This is an optimization exercise on Yosys and OpenROAD, whose aim is small area and a short achievable clock period, not a production implementation. The RTL was checked by simulation tests, not by an equivalence proof against the original design. Power figures rest on the tool's default switching activity, not on a simulated workload.

## design/flow/config.mk

```make
export PLATFORM = sky130hd
export DESIGN_NAME = cpu
export DESIGN_NICKNAME = cpu
export VERILOG_FILES = /design/flow/design.v
export SDC_FILE = /design/flow/constraint.sdc
export NUM_CORES = 4
export LEC_CHECK = 0
export CAP_MARGIN = 20
export CORE_MARGIN = 2
export CORE_UTILIZATION = 25
export SLEW_MARGIN = 20
```

## design/flow/constraint.sdc

```tcl
create_clock -name core_clock -period 14.0 [get_ports {clk}]
set_input_delay 2.8000 -clock core_clock [delete_from_list [all_inputs] [get_ports {clk}]]
set_output_delay 2.8000 -clock core_clock [all_outputs]
set_load 0.01 [all_outputs]
```

## design/flow/run.sh

```bash
#!/bin/bash
# synth_recipe.tcl (not shown) runs the flow's synth.tcl, then flattens the netlist and writes it again
# the make line also repeats each setting of config.mk as NAME=value (left out here)
make -C /OpenROAD-flow-scripts/flow DESIGN_CONFIG=/design/flow/config.mk WORK_HOME=/design/flow/orfs CLKGATE_MAP_FILE= SYNTH_SCRIPT=/design/flow/synth_recipe.tcl finish
```

## design/flow/design.v

```verilog
module pc #(
    parameter COUNTER_WIDTH = 32,
    parameter CMD_WIDTH     = 32'h4,
    parameter START_ADDRESS = 32'h0
) (
    input   bit clk,
    input   bit a_reset_n,
    input   bit [COUNTER_WIDTH -1 : 0] cmd_address_next,
    output  bit [COUNTER_WIDTH -1 : 0] cmd_address_current
);
    always_ff @(posedge clk, negedge a_reset_n) begin
        if (~a_reset_n) cmd_address_current <= START_ADDRESS;
        else            cmd_address_current <= cmd_address_next;
    end
endmodule
module id #(
    parameter INSTRUCTON_WIDTH = 32
) (
    input   bit [INSTRUCTON_WIDTH -1 : 0] input_instruction,
    output  bit [6 : 0]     opcode,
    output  bit [4 : 0]     rd,
    output  bit [4 : 0]     rs1,
    output  bit [4 : 0]     rs2,
    output  bit [2 : 0]     func3,
    output  bit [31 : 0]    imm,
    output  bit [6 : 0]     func7
);
    localparam R_TYPE = 3'd0;
    localparam I_TYPE = 3'd1;
    localparam S_TYPE = 3'd2;
    localparam B_TYPE = 3'd3;
    localparam U_TYPE = 3'd4;
    localparam J_TYPE = 3'd5;
    bit [2 : 0] op_type;
    always_comb begin
        case (input_instruction[6:0])
            7'b0110011 : op_type = R_TYPE;
            7'b0010011 : op_type = I_TYPE;
            7'b0000011 : op_type = I_TYPE;
            7'b0100011 : op_type = S_TYPE;
            7'b1100011 : op_type = B_TYPE;
            7'b1101111 : op_type = J_TYPE;
            7'b1100111 : op_type = I_TYPE;
            7'b0010111 : op_type = U_TYPE;
            7'b0110111 : op_type = U_TYPE;
            7'b1110011 : op_type = I_TYPE;
            7'b0101111 : op_type = R_TYPE;
            default    : op_type = R_TYPE;
        endcase
    end
    assign  opcode   = input_instruction[6:0];
    always_comb begin
        rd      = input_instruction[11 : 7];
        func3   = input_instruction[14 : 12];
        rs1     = input_instruction[19 : 15];
        rs2     = input_instruction[24 : 20];
        imm     = '0;
        func7   = input_instruction[31 : 25];
        case (op_type)
            R_TYPE : begin    
                  rd      = input_instruction[11 : 7];
                  func3   = input_instruction[14 : 12];
                  rs1     = input_instruction[19 : 15];
                  rs2     = input_instruction[24 : 20];
                  imm     = '0;
                  func7   = input_instruction[31 : 25];
            end
            I_TYPE : begin    
                  rd      = input_instruction[11 : 7];
                  func3   = input_instruction[14 : 12];
                  rs1     = input_instruction[19 : 15];
                  rs2     = '0;
                  imm     = {{20{input_instruction[31]}}, input_instruction[31 : 20]};
                  func7   = (opcode == 7'b0010011 & (func3 == 3'h1 | func3 == 3'h5)) ? imm [11:5] : '0;
            end
            S_TYPE : begin    
                  rd      = '0;
                  func3   = input_instruction[14 : 12];
                  rs1     = input_instruction[19 : 15];
                  rs2     = input_instruction[24 : 20];
                  imm     = {{20{input_instruction[31]}}, input_instruction[31 : 25], input_instruction[11 : 7]};
                  func7   = '0;
            end
            B_TYPE : begin    
                  rd      = '0;
                  func3   = input_instruction[14 : 12];
                  rs1     = input_instruction[19 : 15];
                  rs2     = input_instruction[24 : 20];
                  imm     = { {19{input_instruction[31]}},
                                input_instruction[31], 
                                input_instruction[7],
                                input_instruction[30 : 25], 
                                input_instruction[11 : 8], 
                                1'b0};
                  func7   = '0;
            end
            U_TYPE : begin    
                  rd      = input_instruction[11 : 7];
                  func3   = '0;
                  rs1     = '0;
                  rs2     = '0;
                  imm     = {input_instruction[31 : 12], 12'b0};
                  func7   = '0;
            end
            J_TYPE : begin    
                  rd      = input_instruction[11 : 7];
                  func3   = '0;
                  rs1     = '0;
                  rs2     = '0;
                  imm     = { {11{input_instruction[31]}},
                                input_instruction[31], 
                                input_instruction[19 : 12], 
                                input_instruction[20], 
                                input_instruction[30 : 21], 
                                1'b0};
                  func7   = '0;
            end
            default : ;
        endcase
    end
endmodule
module rf #(
    parameter REGISTER_ADDRESS_WIDTH    = 5,
    parameter REGISTER_ADDRESS_DEPTH    = 32,
    parameter DATA_WIDTH                = 32
) (
    input   bit clk,
    input   bit a_reset_n,
    input   bit we,
    input   bit [REGISTER_ADDRESS_WIDTH - 1 : 0] address1,
    input   bit [REGISTER_ADDRESS_WIDTH - 1 : 0] address2,
    input   bit [REGISTER_ADDRESS_WIDTH - 1 : 0] address3,
    output  bit [DATA_WIDTH - 1 : 0] read_data_1,
    output  bit [DATA_WIDTH - 1 : 0] read_data_2,
    input   bit [DATA_WIDTH - 1 : 0] write_data
);
    bit [REGISTER_ADDRESS_DEPTH - 1 : 0] [DATA_WIDTH - 1: 0] RF_DATA ;    
    always_comb begin
        read_data_1 = RF_DATA[address1];
        read_data_2 = RF_DATA[address2];
    end
    always_ff @(posedge clk, negedge a_reset_n) begin
        if (~a_reset_n)  begin
            RF_DATA <= 'b0;
        end
        else begin
            if (we & address3 != 0 ) RF_DATA[address3] <= write_data;
        end 
    end
endmodule
module alu #(
    parameter DATA_WIDTH = 32,
    parameter RAM_WIDTH = 31,
    parameter FW_LENGTH = 8,
    parameter COUNTER_WIDTH = 12
) (
    input bit [2:0] func3,
    input bit [6:0] func7,
    input bit [6:0] opcode,
    input bit [DATA_WIDTH - 1:0]    rs1_data,
    input bit [DATA_WIDTH - 1:0]    rs2_data,
    output bit [DATA_WIDTH - 1:0]   rd_data,
    output bit                      rf_we,
    input bit [DATA_WIDTH - 1:0]    imm,
    input  bit clk,
    input  bit [DATA_WIDTH - 1:0]   ram_rdata,
    output bit [DATA_WIDTH - 1:0]   ram_wdata,
    output bit                      ram_we,
    output bit [RAM_WIDTH-1:0]      ram_address,
    input bit [COUNTER_WIDTH - 1:0]    pc_current_address,
    output bit [COUNTER_WIDTH - 1:0]   pc_next_address
);
    localparam FW_VOLUME = FW_LENGTH << 2;
    bit [DATA_WIDTH - 1:0] slt_calc_data;
    bit [DATA_WIDTH - 1:0] sltu_calc_data;
    bit [DATA_WIDTH - 1:0] slti_calc_data;
    bit [DATA_WIDTH - 1:0] sltiu_calc_data;
    bit [DATA_WIDTH - 1:0] jalr_target;
    assign slt_calc_data   = slt_calc(rs1_data, rs2_data);
    assign sltu_calc_data  = sltu_calc(rs1_data, rs2_data);
    assign slti_calc_data  = slt_calc(rs1_data, imm);
    assign sltiu_calc_data = sltu_calc(rs1_data, imm);
    assign jalr_target     = rs1_data + imm;
    function bit [DATA_WIDTH - 1:0] slt_calc (  input bit [DATA_WIDTH - 1:0] rs1_data,
                                                input bit [DATA_WIDTH - 1:0] rs2_data) ;
        case ({rs1_data[DATA_WIDTH - 1], rs2_data[DATA_WIDTH - 1]})
            2'b00:      slt_calc = rs1_data[DATA_WIDTH - 2:0] < rs2_data[DATA_WIDTH - 2:0] ? 1 : 0;
            2'b01:    slt_calc = 0;
            2'b10:    slt_calc = 1;
            2'b11:      slt_calc = rs1_data[DATA_WIDTH - 2:0] < rs2_data[DATA_WIDTH - 2:0] ? 1 : 0;
        endcase
    endfunction   
    function bit [DATA_WIDTH - 1:0] sltu_calc ( input bit [DATA_WIDTH - 1:0] rs1_data,
                                                input bit [DATA_WIDTH - 1:0] rs2_data) ;
        sltu_calc = rs1_data < rs2_data ? 1 : 0;
    endfunction   
    function bit [DATA_WIDTH - 1:0] sra_calc (  input bit [DATA_WIDTH - 1:0] rs1_data,
                                                input bit [4:0] shamt) ;
        reg [DATA_WIDTH - 1:0] output_data;
        output_data = rs1_data;
        for (int i = 0; i < DATA_WIDTH; i = i + 1) begin
            if (i < shamt) begin
                output_data = output_data >> 1;
                output_data[DATA_WIDTH - 1] = rs1_data[DATA_WIDTH - 1];
            end
        end
        sra_calc = output_data;
    endfunction  
    always_comb begin
        rd_data             = '0;
        ram_wdata           = 'b0;
        ram_we              = 1'b0;
        ram_address         = 'b0;
        pc_next_address     = (pc_current_address >= FW_VOLUME) ? 0 : pc_current_address + 4;
        rf_we               = 1'b1;
        case (opcode)
            7'b0110011 : begin
                case ({func7, func3})
                    10'b0000000000     :   rd_data = rs1_data + rs2_data;
                    10'b0100000000     :   rd_data = rs1_data - rs2_data;
                    10'b0000000100     :   rd_data = rs1_data ^ rs2_data;
                    10'b0000000110      :   rd_data = rs1_data | rs2_data;
                    10'b0000000111     :   rd_data = rs1_data & rs2_data;
                    10'b0000000001     :   rd_data = rs1_data << rs2_data[4:0];
                    10'b0000000101     :   rd_data = rs1_data >> rs2_data[4:0];
                    10'b0100000101     :   rd_data = sra_calc (rs1_data, rs2_data[4:0]);
                    10'b0000000010     :   rd_data = slt_calc_data;
                    10'b0000000011    :   rd_data = sltu_calc_data;
                    default  :   rd_data = '0;
                endcase
            end
            7'b0010011 : begin
                case ({func7, func3})
                    10'b0000000000     :   rd_data = rs1_data + imm;
                    10'b0000000100     :   rd_data = rs1_data ^ imm;
                    10'b0000000110      :   rd_data = rs1_data | imm;
                    10'b0000000111     :   rd_data = rs1_data & imm;
                    10'b0000000001     :   rd_data = rs1_data << imm[4:0];
                    10'b0000000101     :   rd_data = rs1_data >> imm[4:0];
                    10'b0100000101     :   rd_data = sra_calc (rs1_data, imm[4:0]);
                    10'b0000000010     :   rd_data = slti_calc_data;
                    10'b0000000011    :   rd_data = sltiu_calc_data;
                    default  :   rd_data = '0;  
                endcase          
            end
            7'b1100011 : begin    
                rf_we       = 1'b0;
                case ({func7, func3})
                    10'b0000000000     :   if (rs1_data == rs2_data)   pc_next_address = pc_current_address + imm;
                    10'b0000000001     :   if (rs1_data != rs2_data)   pc_next_address = pc_current_address + imm;
                    10'b0000000100     :   if (slt_calc_data[0])       pc_next_address = pc_current_address + imm;
                    10'b0000000101    :   if (sltu_calc_data[0])      pc_next_address = pc_current_address + imm;
                    10'b0000000110     :   if (~slt_calc_data[0])      pc_next_address = pc_current_address + imm;
                    10'b0000000111    :   if (~sltu_calc_data[0])     pc_next_address = pc_current_address + imm;
                    default  :   pc_next_address = (pc_current_address >= FW_VOLUME) ? 0 : pc_current_address + 4;
                endcase
            end
            7'b0000011 : begin
                ram_address = rs1_data + imm;      
                case ({func7, func3})
                    10'b0000000000     : rd_data = {{24{ram_rdata[7]}},  ram_rdata[7:0]};
                    10'b0000000001     : rd_data = {{16{ram_rdata[15]}}, ram_rdata[15:0]};
                    10'b0000000010     : rd_data = ram_rdata;
                    10'b0000000100    : rd_data = {24'b0, ram_rdata[7:0]};
                    10'b0000000101    : rd_data = {16'b0, ram_rdata[15:0]};
                endcase
            end
            7'b0100011 : begin
                ram_we      = 1'b1;        
                rf_we       = 1'b0;
                ram_address = rs1_data + imm;
                case ({func7, func3})
                    10'b0000000000 : ram_wdata = {24'b0, rs2_data[7:0]};
                    10'b0000000001 : ram_wdata = {16'b0, rs2_data[15:0]};
                    10'b0000000010 : ram_wdata = rs2_data;
                endcase         
            end
            7'b0110111 : begin  
                case ({func7, func3})
                    10'b0000000000 : rd_data = imm;
                endcase
            end
            7'b0010111  : begin                
                case ({func7, func3})
                    10'b0000000000  : rd_data = pc_current_address + imm;
                endcase
            end
            7'b1101111 : begin
                case ({func7, func3})
                    10'b0000000000    : begin
                        rd_data = pc_current_address + 4;
                        pc_next_address = pc_current_address + imm;
                    end
                endcase
            end
            7'b1100111 : begin                
                case ({func7, func3})
                    10'b0000000000   : begin
                        rd_data = pc_current_address + 4;
                        pc_next_address = {jalr_target[COUNTER_WIDTH - 1:1], 1'b0};
                    end
                endcase
            end
        endcase
    end
endmodule
module cpu #(   parameter CPU_WIDTH = 32, 
                parameter RAM_WIDTH = 31,
                parameter FW_LENGTH = 1024,
                parameter COUNTER_WIDTH = 12) (   
    input bit clk, 
    input bit a_reset_n,
    output bit [COUNTER_WIDTH - 1 : 0]  imem_addr,
    input  bit [CPU_WIDTH - 1 : 0]      imem_rdata,
    output bit [RAM_WIDTH - 1 : 0]      dmem_addr,
    output bit                          dmem_we,
    output bit [CPU_WIDTH - 1 : 0]      dmem_wdata,
    input  bit [CPU_WIDTH - 1 : 0]      dmem_rdata);
    localparam CMD_WIDTH        = 32'h4;
    localparam START_ADDRESS    = 32'h0;
    localparam DATA_WIDTH       = CPU_WIDTH;
    localparam INSTRUCTON_WIDTH = CPU_WIDTH;
    localparam REGISTER_ADDRESS_WIDTH = 5;
    localparam REGISTER_ADDRESS_DEPTH = 32;
    bit [COUNTER_WIDTH -1 : 0] cmd_address_next;
    bit [COUNTER_WIDTH -1 : 0] cmd_address_current;
    bit [CPU_WIDTH - 1:0] current_instruction; 
    bit [RAM_WIDTH - 1 :0]          ram_address;
    bit                             ram_we;
    bit [DATA_WIDTH - 1:0]          ram_wdata;
    bit [6 : 0]     id_opcode;
    bit [4 : 0]     id_rd;
    bit [4 : 0]     id_rs1;
    bit [4 : 0]     id_rs2;
    bit [2 : 0]     id_func3;
    bit [31 : 0]    id_imm;
    bit [6 : 0]     id_func7;
    bit[DATA_WIDTH - 1 : 0] rf_rd_data;
    bit[DATA_WIDTH - 1 : 0] rf_rs1_data;
    bit[DATA_WIDTH - 1 : 0] rf_rs2_data;
    bit                     rf_we;
    pc #(.COUNTER_WIDTH(COUNTER_WIDTH), 
         .CMD_WIDTH(CMD_WIDTH),
         .START_ADDRESS(START_ADDRESS)) 
        program_counter (
            .cmd_address_next(cmd_address_next),
            .cmd_address_current(cmd_address_current),
            .clk(clk),
            .a_reset_n(a_reset_n));
    assign imem_addr           = cmd_address_current;
    assign current_instruction = imem_rdata;
    id #( .INSTRUCTON_WIDTH(INSTRUCTON_WIDTH)
        ) instruction_decoder(
            .input_instruction(current_instruction),
            .opcode(id_opcode),
            .rd(id_rd),
            .rs1(id_rs1),
            .rs2(id_rs2),
            .func3(id_func3),
            .imm(id_imm),
            .func7(id_func7)
            );
    rf #(
        .REGISTER_ADDRESS_WIDTH(REGISTER_ADDRESS_WIDTH),
        .REGISTER_ADDRESS_DEPTH(REGISTER_ADDRESS_DEPTH),
        .DATA_WIDTH(DATA_WIDTH)
    ) register_file (
        .clk(clk),
        .a_reset_n(a_reset_n),
        .we(rf_we),
        .address1(id_rs1),
        .address2(id_rs2),
        .address3(id_rd),
        .read_data_1(rf_rs1_data),
        .read_data_2(rf_rs2_data),
        .write_data(rf_rd_data)
    );
    assign dmem_addr  = ram_address;
    assign dmem_we    = ram_we;
    assign dmem_wdata = ram_wdata;
    alu #(
        .RAM_WIDTH(RAM_WIDTH),
        .DATA_WIDTH(DATA_WIDTH),
        .FW_LENGTH(FW_LENGTH),
        .COUNTER_WIDTH(COUNTER_WIDTH)
        ) alu (
        .clk(clk),
        .func3(id_func3),
        .func7(id_func7),
        .opcode(id_opcode),
        .imm(id_imm),
        .rs1_data(rf_rs1_data),
        .rs2_data(rf_rs2_data),
        .rd_data(rf_rd_data),
        .rf_we(rf_we),
        .ram_rdata(dmem_rdata),
        .ram_wdata(ram_wdata),
        .ram_address(ram_address),
        .ram_we(ram_we),
        .pc_current_address(cmd_address_current),
        .pc_next_address(cmd_address_next)
        );
endmodule
```

==> results.txt <==
==> routing by layer <==
layer,part of all wire [%],global-route usage [%]
met1,37,36.37
met4,9.1,21.97
met2,41,41.75
met5,0.021,0
met3,13,9.063
==> timing repair <==
item | 4_1_cts | 5_1_grt
cloned | 0 | 1
buffers inserted | 1 | 1
endpoints found under the setup margin | 1 | 5
resized for setup | 1 | 6
pin swaps | 2 | 2
==> how the worst min path moves through the flow <==
stage | to | depth (start not counted) | slack [ps] | from
detailed placement | register_file.RF_DATA[13] | 0 | 370 | register_file.RF_DATA[13]
floorplan | register_file.RF_DATA[0] | 1 | 430 | register_file.RF_DATA[0]
finish | register_file.RF_DATA[14] | 0 | 380 | register_file.RF_DATA[14]
global placement | register_file.RF_DATA[13] | 0 | 360 | register_file.RF_DATA[13]
global route | register_file.RF_DATA[16] | 0 | 390 | register_file.RF_DATA[16]
CTS | register_file.RF_DATA[13] | 0 | 380 | register_file.RF_DATA[13]
==> synth_stat cells, types with 29 or more instances <==
cell       number
nand2_1      1226
nor2_1       1191
a21oi_1      1167
dfrtp_1      1036
clkbuf_1      771
o21ai_0       635
mux2_2        458
nor3_1        364
a221oi_1      339
nand3_1       254
a31oi_1       253
a211oi_1      231
mux2i_1       226
inv_1         213
ha_1          210
buf_2         169
o22ai_1       152
o211ai_1      145
buf_1         112
o221ai_1      101
and3_1         91
a22oi_1        83
xnor2_1        70
nor4_1         69
nand2b_1       66
o21ai_1        60
nand4_1        57
a21o_1         56
a221o_1        55
mux4_2         53
o31ai_1        53
nor2b_1        41
or3_1          41
o2111ai_1      40
o22a_1         38
a2111oi_0      34
o21a_1         31
a32oi_1        29
o32ai_1        29
==> cell families (layout without fill, tap and decap cells) <==
kind of cell / after synthesis / after routing / share of synthesized area, %
muxes: 738 / 738 / 10.11
adders and majority gates: 215 / 215 / 3.195
buffers and inverters: 1317 / 1233 / 6.238
other: 0 / 23 / 0
AOI/OAI and AO/OA: 3932 / 3932 / 30.63
DFF: 1036 / 1036 / 30.37
xor gates and xnor gates: 82 / 82 / 0.8500
and+or+nand+nor: 3569 / 3570 / 18.61
==> registers in the layout, summed over array words and instances (netlist names), named ones only <==
name,count
register_file.RF_DATA,1024
program_counter.cmd_address_current,10
==> layout make-up <==
class | instances | area (um^2)
inverters | 231 | 872.1
fillers | 36720 | 241300
clock inverters | 48 | 774.5
clock buffers | 164 | 3385
well taps | 4536 | 5675
diodes | 23 | 57.56
multi-input cells | 8537 | 55130
flip-flops and latches | 1036 | 25920
repair buffers | 790 | 6706
==> placed cells by master (no fill, tap or decap), types with 53 or more instances in the layout <==
| cell | instances |
|---|---|
| o21ai_0 | 630 |
| nand2_1 | 1211 |
| o21ai_1 | 55 |
| o211ai_1 | 145 |
| clkdlybuf4s50_1 | 132 |
| a221oi_1 | 338 |
| a211oi_1 | 227 |
| a31oi_1 | 250 |
| clkbuf_16 | 117 |
| o221ai_1 | 101 |
| mux2_2 | 458 |
| a21o_1 | 55 |
| a21oi_1 | 1161 |
| inv_1 | 210 |
| nand2b_1 | 65 |
| a22oi_1 | 83 |
| nand4_1 | 57 |
| and3_1 | 88 |
| buf_4 | 617 |
| nand3_1 | 248 |
| o22ai_1 | 146 |
| mux2i_1 | 226 |
| ha_1 | 210 |
| xnor2_1 | 68 |
| a221o_1 | 55 |
| nor4_1 | 68 |
| mux4_2 | 53 |
| dfrtp_1 | 1036 |
| nor3_1 | 357 |
| nor2_1 | 1162 |
==> power groups by stage <==
stage               registers [mW]  logic (mW)  clock network [mW]
finish                        4.05        5.47                3.41
CTS                           4.02        5.22                3.42
global route                  4.10        5.72                3.55
detailed placement            4.07        5.20                   0
floorplan                     3.90        3.12                   0
global placement              4.07        5.20                   0
==> critical path: cells and delay by family <==
| family | cells | cell delay, ps |
|---|---|---|
| adders and majority gates | 1 | 310 |
| buffers and inverters | 10 | 2690 |
| xor gates and xnor gates | 1 | 300 |
| and+or+nand+nor | 7 | 1710 |
| AOI/OAI and AO/OA | 15 | 3160 |
==> results.cfg <==
[outcome]
status = finished clean

[pwr]
switching_share_pct = 43.79
p_int_mw = 7.269
seqPwrFrac_pct = 31.3
peakVddDrop_v = 0.0001191
leakagePower_nw = 39.38
p_per_area_mw_per_mm2 = 131.2
p_clk_share_pct = 26.4
p_sw_mw = 5.662
pwr-share-comb_pct = 42.3
power.total_mw = 12.93

[synth]
synth_edf_count = 0
synth_area_leaders = dfrtp_1 30%, a21oi_1 6.8%, mux2_2 6.0%
yosysTopAreaCellShare_pct = 30.37
synth.net_count = 11170
synth_warnings = 4
synth_ff_type = dfrtp_1
syn_avg_cell_area_um2 = 7.840
yosys_register_bits = 1036
synth_cell_types = 127
synthCells = 10890
ys_async_sr_fraction_pct = 100.0
synth.largest_area_cell = dfrtp_1
syn_area_mm2 = 0.08537
ys_seq_area_share_pct = 30.37

[timing]
tns_ps = 0
hold_slack_ps = 378.2
min_period_ps = 13790
setup_ws_ps = 209.1
setup_violations = 0
finalMaxSlewViolations = 0
tightestPinTransition_ps = 1261
clock-skew-final_ps = 81.79
hold_viol_final = 0
relSlewSlack_pct = 15.02
rsz0062_at_grt = false
max_clock_freq_mhz = 72.51
finalCritPeriodShare_pct = 98.51

[placement]
gp_congestion = 1.065
dp_slack_ps = -210.5
hpwl_um = 372200
dp_cells = 15120
dpl_cell_area_mm2 = 0.09418
io_buffers = 141

[grt]
grt_pass1_vias = 90530
grt_first_pass_wirelength_um = 728600
antenna_found_initial = 36
grt.overflow.total = 0
globalRouteTotalUtil_pct = 29.11
grt_max_degree = 148

[routing]
dr.pass1.iters = 10
ant_nets = 0
wl_um = 527600
vias = 98020
wl_per_cell_um = 34.34
drc = 0
drt_iter0_drc = 16290
viasPerCell = 6.379

[critical_path]
path_class = input port to output port
timing.rr.end = register_file.RF_DATA[303]
startpoint = imem_rdata[6]
crit_slowest_cell = clkdlybuf4s50_1
worstPathRequired_ps = 11200
cp-start-kind = input port
ff2ff_path_depth = 23
slowest_delay_ps = 600
r2r_start = register_file.RF_DATA[834]
r2r_slack_ps = 4620
crit_top_cell = buf_4
critical_path.endpoint_type = output port
cp_max_fo = 25
cp.arrival_ps = 10990
crit_end = dmem_addr[29]

[final_layout]
drive_above_1_share_pct = 15.41
stdcell_count = 15370
utilization_pct = 29.00
final_area_mm2 = 0.09853
finalNetCount = 10990
syn_to_final_growth_pct = 15.41

[hold_path]
holdCritPathClass = register to register

[floorplan]
start_util_pct = 25.13
core.rowCount = 214
dieWidth_um = 588.4
fp.dieArea_mm2 = 0.3462
die_h_um = 588.4
fp.coreArea_mm2 = 0.3398
ios = 142

[clock_tree]
clockBufferDepth = 3
cts-root-buf = clkbuf_16
cts_tree = built
path_clk_slew_ps = 60
clkSinkCount = 1036
cts_buffers = 116
clk-insertion-delay-late_ps = 810
h-tree-depth = 3
hold_buffers = 0

[job]
maxCapViolCount = 0

-- separate check: timing with driven ports --
How much do the figures lean on ideal ports? The routed layout below was timed once more, with nothing changed but the port constraints. Step 1 (the two cells are an assumption about what drives the block):
set clk [get_ports {clk}]
set_driving_cell -lib_cell sky130_fd_sc_hd__clkbuf_16 $clk
set_driving_cell -lib_cell sky130_fd_sc_hd__buf_2 [delete_from_list [all_inputs] $clk]
Step 2, shift: input delay + t, output delay - t, t = (earliest + latest rising clock arrival at the registers) / 2. This alone moves slack from input paths to output paths. a / b / c = ideal / step 1 / step 2; a / b = the first two.
t (ns): 0.880
setup slack, ns: 0.209 / 0.115 / -0.430
worst hold slack (ns): 0.378 / 0.378 / 0.378
clock arrival spread, ns: 0.082 / 0.082
With both steps, setup timing fails in this run, where it was met with ideal ports. The setup slack of this run moves by -0.094 ns with the drivers and by -0.639 ns with both steps.
